This design comes from an exercise in tuning for a short achievable clock period and few clock cycles on the open sky130 flow, not from production work. No functional check of the RTL was part of this run. No activity file was given, so power comes from the tool's default toggle rates.

==> flow/design.v <==
module ulsoc_core
(
    input  wire         clk,
    input  wire         rst_n,
    output wire [31:0]  imem_addr,
    input  wire [31:0]  imem_rdata,
    output wire [31:0]  dmem_addr,
    input  wire [31:0]  dmem_rdata,
    output wire         dmem_we,
    output wire [3:0]   dmem_wstrb,
    output wire [31:0]  dmem_wdata,
    output wire         wb_valid,
    output wire [4:0]   wb_rd,
    output wire [31:0]  wb_data
);
reg         exr_q;           
reg  [31:0] exr_pc_q;
reg         dr_q;            
reg  [31:0] dr_pc_q;
reg  [31:0] fpc_q;           
reg         d_v;
reg  [31:0] d_inst;
reg  [31:0] d_pc;
reg         d_pred;
reg         ex_v;
reg         ex_wr;           
reg  [4:0]  ex_rd;
reg         ex_early;        
reg  [31:0] ex_a;
reg  [31:0] ex_b;
reg         ex_fa;           
reg         ex_fb;           
reg  [31:0] ex_addr;
reg         ex_st;
reg  [3:0]  ex_wstrb;
reg  [1:0]  ex_sz;           
reg         ex_ld;
reg         ex_ldu;
reg         ex_br;
reg  [2:0]  ex_f3;
reg         ex_sub;          
reg         ex_op;           
reg         ex_pred;
reg  [31:0] ex_alt;
reg         wb_v;
reg  [4:0]  wb_rd_q;
reg  [31:0] wb_d;
reg  [31:0] rf [1:31];
wire [31:0] fpc = exr_q ? exr_pc_q : (dr_q ? dr_pc_q : fpc_q);
assign imem_addr = fpc;
wire [31:0] fi     = imem_rdata;
wire        f_jal  = (fi[6:0] == 7'b1101111);
wire        f_bbk  = (fi[6:0] == 7'b1100011) && fi[31];
wire [31:0] f_immj = {{12{fi[31]}}, fi[19:12], fi[20], fi[30:21], 1'b0};
wire [31:0] f_immb = {{20{fi[31]}}, fi[7], fi[30:25], fi[11:8], 1'b0};
wire [31:0] f_tj   = fpc + f_immj;
wire [31:0] f_tb   = fpc + f_immb;
wire [31:0] f_seq  = fpc + 32'd4;
wire [6:0]  d_opc = d_inst[6:0];
wire [4:0]  d_rd  = d_inst[11:7];
wire [2:0]  d_f3  = d_inst[14:12];
wire [4:0]  d_rs1 = d_inst[19:15];
wire [4:0]  d_rs2 = d_inst[24:20];
wire d_lui   = (d_opc == 7'b0110111);
wire d_auipc = (d_opc == 7'b0010111);
wire d_jal   = (d_opc == 7'b1101111);
wire d_jalr  = (d_opc == 7'b1100111);
wire d_br    = (d_opc == 7'b1100011);
wire d_load  = (d_opc == 7'b0000011);
wire d_store = (d_opc == 7'b0100011);
wire d_opimm = (d_opc == 7'b0010011);
wire d_opr   = (d_opc == 7'b0110011);
wire [31:0] d_immi = {{20{d_inst[31]}}, d_inst[31:20]};
wire [31:0] d_imms = {{20{d_inst[31]}}, d_inst[31:25], d_inst[11:7]};
wire [31:0] d_immb = {{20{d_inst[31]}}, d_inst[7], d_inst[30:25], d_inst[11:8], 1'b0};
wire [31:0] d_immu = {d_inst[31:12], 12'b0};
wire ex_hit1 = ex_v && ex_wr && (ex_rd == d_rs1);
wire ex_hit2 = ex_v && ex_wr && (ex_rd == d_rs2);
wire wb_hit1 = wb_v && (wb_rd_q == d_rs1);
wire wb_hit2 = wb_v && (wb_rd_q == d_rs2);
wire [31:0] rf1 = (d_rs1 == 5'd0) ? 32'd0 : rf[d_rs1];
wire [31:0] rf2 = (d_rs2 == 5'd0) ? 32'd0 : rf[d_rs2];
wire [31:0] d_v1 = (ex_hit1 && ex_early) ? ex_a : (wb_hit1 ? wb_d : rf1);
wire [31:0] d_v2 = (ex_hit2 && ex_early) ? ex_a : (wb_hit2 ? wb_d : rf2);
wire d_fa = ex_hit1 && !ex_early;
wire d_fb = ex_hit2 && !ex_early;
wire d_uses_addr = d_load || d_store || d_jalr;
wire d_stall     = d_v && d_uses_addr && d_fa;
wire [31:0] d_aimm = d_store ? d_imms : d_immi;
wire [31:0] d_sum  = d_v1 + d_aimm;
wire [31:0] d_pc4   = d_pc + 32'd4;
wire [31:0] d_tb    = d_pc + d_immb;
wire [31:0] d_auipv = d_pc + d_immu;
wire d_jr = d_v && d_jalr && !d_stall;       
reg  [3:0]  d_wstrb;
always @(*) begin
    case (d_f3[1:0])
        2'd0:    d_wstrb = 4'b0001 << d_sum[1:0];
        2'd1:    d_wstrb = d_sum[1] ? 4'b1100 : 4'b0011;
        default: d_wstrb = 4'b1111;
    endcase
end
wire [31:0] a = ex_fa ? wb_d : ex_a;
wire [31:0] b = ex_fb ? wb_d : ex_b;
wire [31:0] r_add = a + b;
wire [31:0] r_sub = a - b;
wire        c_eq  = (a == b);
wire        c_lt  = ($signed(a) < $signed(b));
wire        c_ltu = (a < b);
wire [31:0] r_sll = a << b[4:0];
wire [31:0] r_srl = a >> b[4:0];
wire [31:0] r_sra = $signed(a) >>> b[4:0];
reg         taken;
always @(*) begin
    case (ex_f3)
        3'd0:    taken = c_eq;
        3'd1:    taken = !c_eq;
        3'd4:    taken = c_lt;
        3'd5:    taken = !c_lt;
        3'd6:    taken = c_ltu;
        default: taken = !c_ltu;
    endcase
end
wire ex_mis = ex_v && ex_br && (taken != ex_pred);
wire [31:0] ld_sh = dmem_rdata >> {ex_addr[1:0], 3'b000};
reg  [31:0] ld_val;
always @(*) begin
    case (ex_sz)
        2'd0:    ld_val = {{24{ld_sh[7] & !ex_ldu}}, ld_sh[7:0]};
        2'd1:    ld_val = {{16{ld_sh[15] & !ex_ldu}}, ld_sh[15:0]};
        default: ld_val = dmem_rdata;
    endcase
end
reg  [31:0] alu;
always @(*) begin
    case (ex_f3)
        3'd0:    alu = ex_sub ? r_sub : r_add;
        3'd1:    alu = r_sll;
        3'd2:    alu = {31'd0, c_lt};
        3'd3:    alu = {31'd0, c_ltu};
        3'd4:    alu = a ^ b;
        3'd5:    alu = ex_sub ? r_sra : r_srl;
        3'd6:    alu = a | b;
        default: alu = a & b;
    endcase
end
wire [31:0] ex_res = ex_ld ? ld_val : (ex_op ? alu : ex_a);
assign dmem_addr  = ex_addr;
assign dmem_we    = ex_v && ex_st;
assign dmem_wstrb = ex_wstrb;
assign dmem_wdata = (ex_sz == 2'd0) ? {4{b[7:0]}} :
                    (ex_sz == 2'd1) ? {2{b[15:0]}} : b;
assign wb_valid = wb_v;
assign wb_rd    = wb_rd_q;
assign wb_data  = wb_d;
integer i;
always @(posedge clk or negedge rst_n) begin
    if (!rst_n) begin
        exr_q   <= 1'b0;
        exr_pc_q <= 32'd0;
        dr_q    <= 1'b0;
        dr_pc_q <= 32'd0;
        fpc_q   <= 32'd0;
        d_v     <= 1'b0;
        d_inst  <= 32'h00000013;
        d_pc    <= 32'd0;
        d_pred  <= 1'b0;
        ex_v    <= 1'b0;
        ex_wr   <= 1'b0;
        ex_rd   <= 5'd0;
        ex_early <= 1'b0;
        ex_a    <= 32'd0;
        ex_b    <= 32'd0;
        ex_fa   <= 1'b0;
        ex_fb   <= 1'b0;
        ex_addr <= 32'd0;
        ex_st   <= 1'b0;
        ex_wstrb <= 4'd0;
        ex_sz   <= 2'd0;
        ex_ld   <= 1'b0;
        ex_ldu  <= 1'b0;
        ex_br   <= 1'b0;
        ex_f3   <= 3'd0;
        ex_sub  <= 1'b0;
        ex_op   <= 1'b0;
        ex_pred <= 1'b0;
        ex_alt  <= 32'd0;
        wb_v    <= 1'b0;
        wb_rd_q <= 5'd0;
        wb_d    <= 32'd0;
        for (i = 1; i < 32; i = i + 1) rf[i] <= 32'd0;
    end
    else begin
        exr_q    <= ex_mis;
        exr_pc_q <= ex_alt;
        dr_q     <= d_jr && !ex_mis;
        dr_pc_q  <= {d_sum[31:1], 1'b0};
        if (d_stall)
            fpc_q <= fpc;
        else if (f_jal)
            fpc_q <= f_tj;
        else if (f_bbk)
            fpc_q <= f_tb;
        else
            fpc_q <= f_seq;
        if (ex_mis)
            d_v <= 1'b0;
        else if (!d_stall)
            d_v <= !d_jr;
        if (!d_stall) begin
            d_inst <= fi;
            d_pc   <= fpc;
            d_pred <= f_jal || f_bbk;
        end
        ex_v     <= d_v && !d_stall && !ex_mis;
        ex_wr    <= (d_rd != 5'd0) && !d_br && !d_store;
        ex_rd    <= d_rd;
        ex_early <= d_lui || d_auipc || d_jal || d_jalr;
        ex_a     <= d_lui ? d_immu : d_auipc ? d_auipv : (d_jal || d_jalr) ? d_pc4 : d_v1;
        ex_b     <= d_opimm ? d_immi : d_v2;
        ex_fa    <= d_fa && (d_opimm || d_opr || d_br);
        ex_fb    <= d_fb && (d_opr || d_br || d_store);
        ex_addr  <= d_sum;
        ex_st    <= d_store;
        ex_wstrb <= d_wstrb;
        ex_sz    <= d_f3[1:0];
        ex_ld    <= d_load;
        ex_ldu   <= d_f3[2];
        ex_br    <= d_br;
        ex_f3    <= d_f3;
        ex_sub   <= d_inst[30] && (d_opr || (d_opimm && d_f3 == 3'd5));
        ex_op    <= d_opimm || d_opr;
        ex_pred  <= d_pred;
        ex_alt   <= d_pred ? d_pc4 : d_tb;
        wb_v    <= ex_v && ex_wr;
        wb_rd_q <= ex_rd;
        wb_d    <= ex_res;
        if (wb_v)
            rf[wb_rd_q] <= wb_d;
    end
end
endmodule
==> flow/run.sh <==
#!/bin/bash
# synth_recipe.tcl (not shown) runs the flow's synth.tcl, then flattens the netlist and writes it again
# the make line also repeats each setting of config.mk as NAME=value (left out here)
make -C /OpenROAD-flow-scripts/flow DESIGN_CONFIG=/design/flow/config.mk WORK_HOME=/design/flow/orfs CLKGATE_MAP_FILE= SYNTH_SCRIPT=/design/flow/synth_recipe.tcl finish
==> flow/config.mk <==
export PLATFORM = sky130hd
export DESIGN_NAME = ulsoc_core
export DESIGN_NICKNAME = ulsoc_core
export VERILOG_FILES = /design/flow/design.v
export SDC_FILE = /design/flow/constraint.sdc
export NUM_CORES = 8
export LEC_CHECK = 0
export ABC_CLOCK_PERIOD_IN_PS = 2500
export CAP_MARGIN = 30
export CORE_MARGIN = 2
export CORE_UTILIZATION = 50
export SETUP_SLACK_MARGIN = 5
export SLEW_MARGIN = 30
==> flow/constraint.sdc <==
create_clock -name core_clock -period 9.0 [get_ports {clk}]
set_input_delay 1.8000 -clock core_clock [delete_from_list [all_inputs] [get_ports {clk}]]
set_output_delay 1.8000 -clock core_clock [all_outputs]
set_load 0.01 [all_outputs]
==> run_results.csv <==
group,metric,value,unit
status,status,"no timing/DRC/antenna violations",
yosys,synth_cell_types,96,
final_layout,regArea,0.0329,mm²
timing,finalSetupTns,0,ps
clock_tree,clock_sinks,1313,
route,route.detailed.drc,0,
clock_tree,cts_max_path_buffers,3,
floorplan,dieArea,0.162,mm²
setup_path,worstPathCellList,"buf_6 -> nand3b_1 -> buf_4 -> nor2_4 -> buf_4 -> buf_4 -> a2111oi_0 -> nand3_1 -> or4_1 -> a32oi_2 -> o21ai_1 -> ha_1 -> a21o_1 -> a21oi_1 -> o21ai_0 -> o31a_1 -> a21o_1 -> a21oi_2 -> xnor2_1",
route,route.met3.wl,71200,µm
setup_path,crit_arrival,6080,ps
floorplan,ios,205,
setup_path,cpPeakStageDelay,660,ps
route,via_per_inst,7.62,
setup_path,cp_common_cell,"buf_4",
timing,grt_setup_unrepaired,"yes",
yosys,synthesis.nets,8446,
pwr,p_switching,10000,µW
yosys,synth.avg_cell_area,9.77,µm²
clock_tree,root_buffer,"clkbuf_16",
clock_tree,cts_tree,"built",
yosys,synth_cells,8151,
floorplan,die_h,403,µm
floorplan,die-width,403,µm
placed_design,io_buffers,204,
global_routing,antenna_found_initial,30,
route,wl,438000,µm
pwr,pwr-share-comb,39.5,%
yosys,synth_ff_type,"dfrtp_1",
clock_tree,clkTransAtPathRegs,60,ps
pwr,p_seq_share,34.5,%
route,drt_iter0_drc,17900,
pwr,power.density,252,mW/mm²
setup_path,cp_top_family,"compound AO/OA/AOI/OAI gates",
global_routing,overflow,0,
placed_design,dp_cells,10000,
timing,hold_viol,0,
pwr,swShare,40.2,%
floorplan,coreArea,0.158,mm²
yosys,synth_area,0.0796,mm²
route,wl_per_cell,40.8,µm
global_routing,grt_usage,52.4,%
timing,slew_violations,0,
timing,layout_min_cycle_time,5370,ps
placed_design,dp_hpwl,269000,µm
timing,worst_pin_slew,1170,ps
route,ant_nets,0,
global_routing,grt_pass1_vias,77400,
yosys,synth-seq-cells,1313,
final_layout,utilization,62.5,%
timing,fmax,186,MHz
setup_path,crit_path_start_kind,"flip-flop",
route,wl_met2,169000,µm
final_layout,drive_above_1_share,31.8,%
setup_path,worst-setup-path-type,"flip-flop to flip-flop",
yosys,async_reset_ff_share,100,%
setup_path,crit_slowest_cell,"or4_1",
setup_path,crit_path_max_fanout,11,
setup_path,cp.required,9720,ps
yosys,synth_area_leader_cell,"dfrtp_1",
setup_path,cp_num_buf_inv,4,
worst_hold_path,min_path_type,"flip-flop to flip-flop",
route,m1WireLength,157000,µm
final_layout,multi_input_area,0.0477,mm²
clock_tree,hold_buffers,0,
yosys,synth_top_area_share,41.2,%
clock_tree,htreeDepth,4,
pwr,internal-power,14900,µW
final_layout,layout.nets,8848,
floorplan,start_util,50.3,%
route,vias,82000,
floorplan,num_rows,146,
timing,fin_skew,45.7,ps
timing,slew_headroom,22.3,%
pwr,cellLeakagePower,0.0442,µW
pwr,p_clk_share,25.9,%
yosys,synth_edf_count,0,
clock_tree,clkLatencyLatePin,830,ps
pwr,irDropWorstVdd,0.232,mV
setup_path,critPathCaptureType,"flip-flop",
timing,min_period_over_period,59.6,%
global_routing,grt_pass1_wl,603000,µm
yosys,synth_warnings,2,
clock_tree,numCtsBuffers,148,
final_layout,fillers,13100,
yosys,yosysSeqAreaShare,41.3,%
run,drv_cap,0,
final_layout,fin_cells,10800,
final_layout,syn_to_final_growth,24.2,%
placed_design,place_congestion,1.05,
timing,setup_viol,0,
yosys,yosys-top-cells-area,"dfrtp_1 41%, mux2_2 14%, a22oi_1 7.8%, ha_1 3.5%, a21oi_1 3.4%",
route,routed.top_layer,"met5",
route,dr.pass1.iters,14,
global_routing,grt_max_degree,174,
routing by layer:
metal,track usage [%],vias up
li1,-,31200
met1,66.6,40200
met2,70.2,7876
met3,24.6,2641
met4,34.9,34
met5,0.684,-
placed cells by master, fill, tap and decap left out, types with 138 or more instances in the layout:
master,n
mux2i_1,157
mux2_2,1017
buf_4,442
a22oi_1,813
buf_6,184
o21ai_0,336
nor2_1,350
nand4_1,138
ha_1,175
inv_1,144
nand2_1,684
a21oi_1,459
dfrtp_1,1290
clkbuf_16,153
final timing paths:
path | end | slack, ps | cells after the start | from
min in group asynchronous | rf[22][15] | 910 | 1 | rst_n
min | exr_pc_q[13] | 350 | 0 | ex_alt[13]
max in group asynchronous | wb_d[2] | 5940 | 3 | rst_n
max | dr_pc_q[31] | 3630 | 19 | d_inst[18]
max reg2reg | dr_pc_q[31] | 3630 | 19 | d_inst[18]
min reg2reg | exr_pc_q[13] | 350 | 0 | ex_alt[13]
kinds of logic (layout without fill, tap and decap cells):
| kind of cell | Yosys count | count (layout) | synth area share [%] |
|---|---|---|---|
| other | 0 | 17 | 0 |
| adder cells (fa/ha/maj) | 229 | 229 | 3.66 |
| AND/OR/NAND/NOR | 1850 | 1851 | 10.6 |
| multiplexers | 1233 | 1233 | 17.2 |
| buffers and inverters | 857 | 1375 | 4.29 |
| XOR/XNOR | 189 | 189 | 2.08 |
| AO/OA/AOI/OAI | 2480 | 2480 | 20.9 |
| flip-flops | 1313 | 1313 | 41.3 |
cell type report:
cell class	instances	share of cell area, %
inverter	173	0.744
timing repair buffer	934	9.97
clock buffer	205	4.32
antenna	17	0.0430
multi-input combinational	5982	48.2
timing repair inverter	1	0.00886
tap	2072	2.62
clock inverter	62	0.839
sequential	1313	33.3
registers in the layout, summed over array words and instances, names as in the netlist, 2 cells and up:
signal    cells
wb_d         32
d_inst       32
ex_rd         5
rf          992
ex_alt       32
ex_f3         2
wb_rd_q       5
fpc_q        32
ex_wstrb      4
exr_pc_q     32
d_pc         32
ex_a         32
ex_b         32
ex_addr      31
metrics by stage:
stage | worst slack, ps | total power [µW] | hold WS [ps] | area, µm²
finish | 3630 | 24900 | 347 | 98900
global route | 3600 | 25600 | 353 | 98900
CTS | 3880 | 23700 | 349 | 96200
detailed placement | 1770 | 16100 | 336 | 84700
global placement | 1890 | 16100 | 331 | 84500
floorplan | 4580 | 12800 | 331 | 80100
what timing repair did:
action | 4_1_cts | 5_1_grt
endpoints found under the setup margin | 214 | 174
cloned | 23 | 1
gates resized for setup | 973 | 388
pin swaps | 244 | 233
setup buffers | 337 | 104
power by group through the flow:
stage / logic (µW) / clock network (µW) / registers [µW]
2_1_floorplan: 4950 / 0 / 7820
3_3_place_gp: 7560 / 0 / 8560
3_5_place_dp: 7630 / 0 / 8520
4_1_cts: 8840 / 6450 / 8450
5_1_grt: 10300 / 6700 / 8600
6_report: 9850 / 6460 / 8610
synthesized netlist by cell type (13+ instances only):
library cell / n
and4_1: 15
o21a_1: 51
mux2_2: 1024
o221ai_1: 28
nand3_1: 139
a21o_1: 70
a21oi_1: 540
nand4_1: 138
o21ai_0: 421
nor2_1: 458
and2_1: 28
nand2_1: 709
nand2b_1: 35
a221oi_1: 43
a31oi_1: 59
ha_1: 222
o21ai_1: 16
buf_2: 87
dfrtp_1: 1310
nor2b_1: 37
inv_1: 166
and3_1: 40
a22oi_1: 828
o22ai_1: 18
a222oi_1: 62
a2bb2oi_1: 13
o211ai_1: 45
or3_1: 23
mux2i_1: 204
nor3_1: 146
xor2_1: 75
o31ai_1: 14
o21bai_1: 20
buf_1: 84
nor4_1: 25
xnor2_1: 114
a211oi_1: 67
a22o_1: 25
clkbuf_1: 493

==> separate check: timing with driven ports <==
The results above use ideal ports. As a check the final layout listed here was re-extracted and re-timed, cells and wires unchanged. Step 1 assumes that a clkbuf_16 drives the clock port and a buf_2 every other input. Step 2 also shifts input and output timing later by t, the mid clock arrival at the registers, as if the neighbouring blocks saw the same clock. Slacks: ideal ports / drivers / drivers and shift; pairs: ideal ports / drivers.
t, ns: 0.891
setup WS [ns]: 3.634 / 3.634 / 3.634
hold WS [ns]: 0.347 / 0.347 / 0.347
latest minus earliest clock arrival (ns): 0.046 / 0.046
worst slew at a driven data input, ns: 0.08
After both steps setup and hold are still met in this run. For this run, drivers alone change the setup slack by 0.000 ns; drivers and shift together by 0.000 ns.
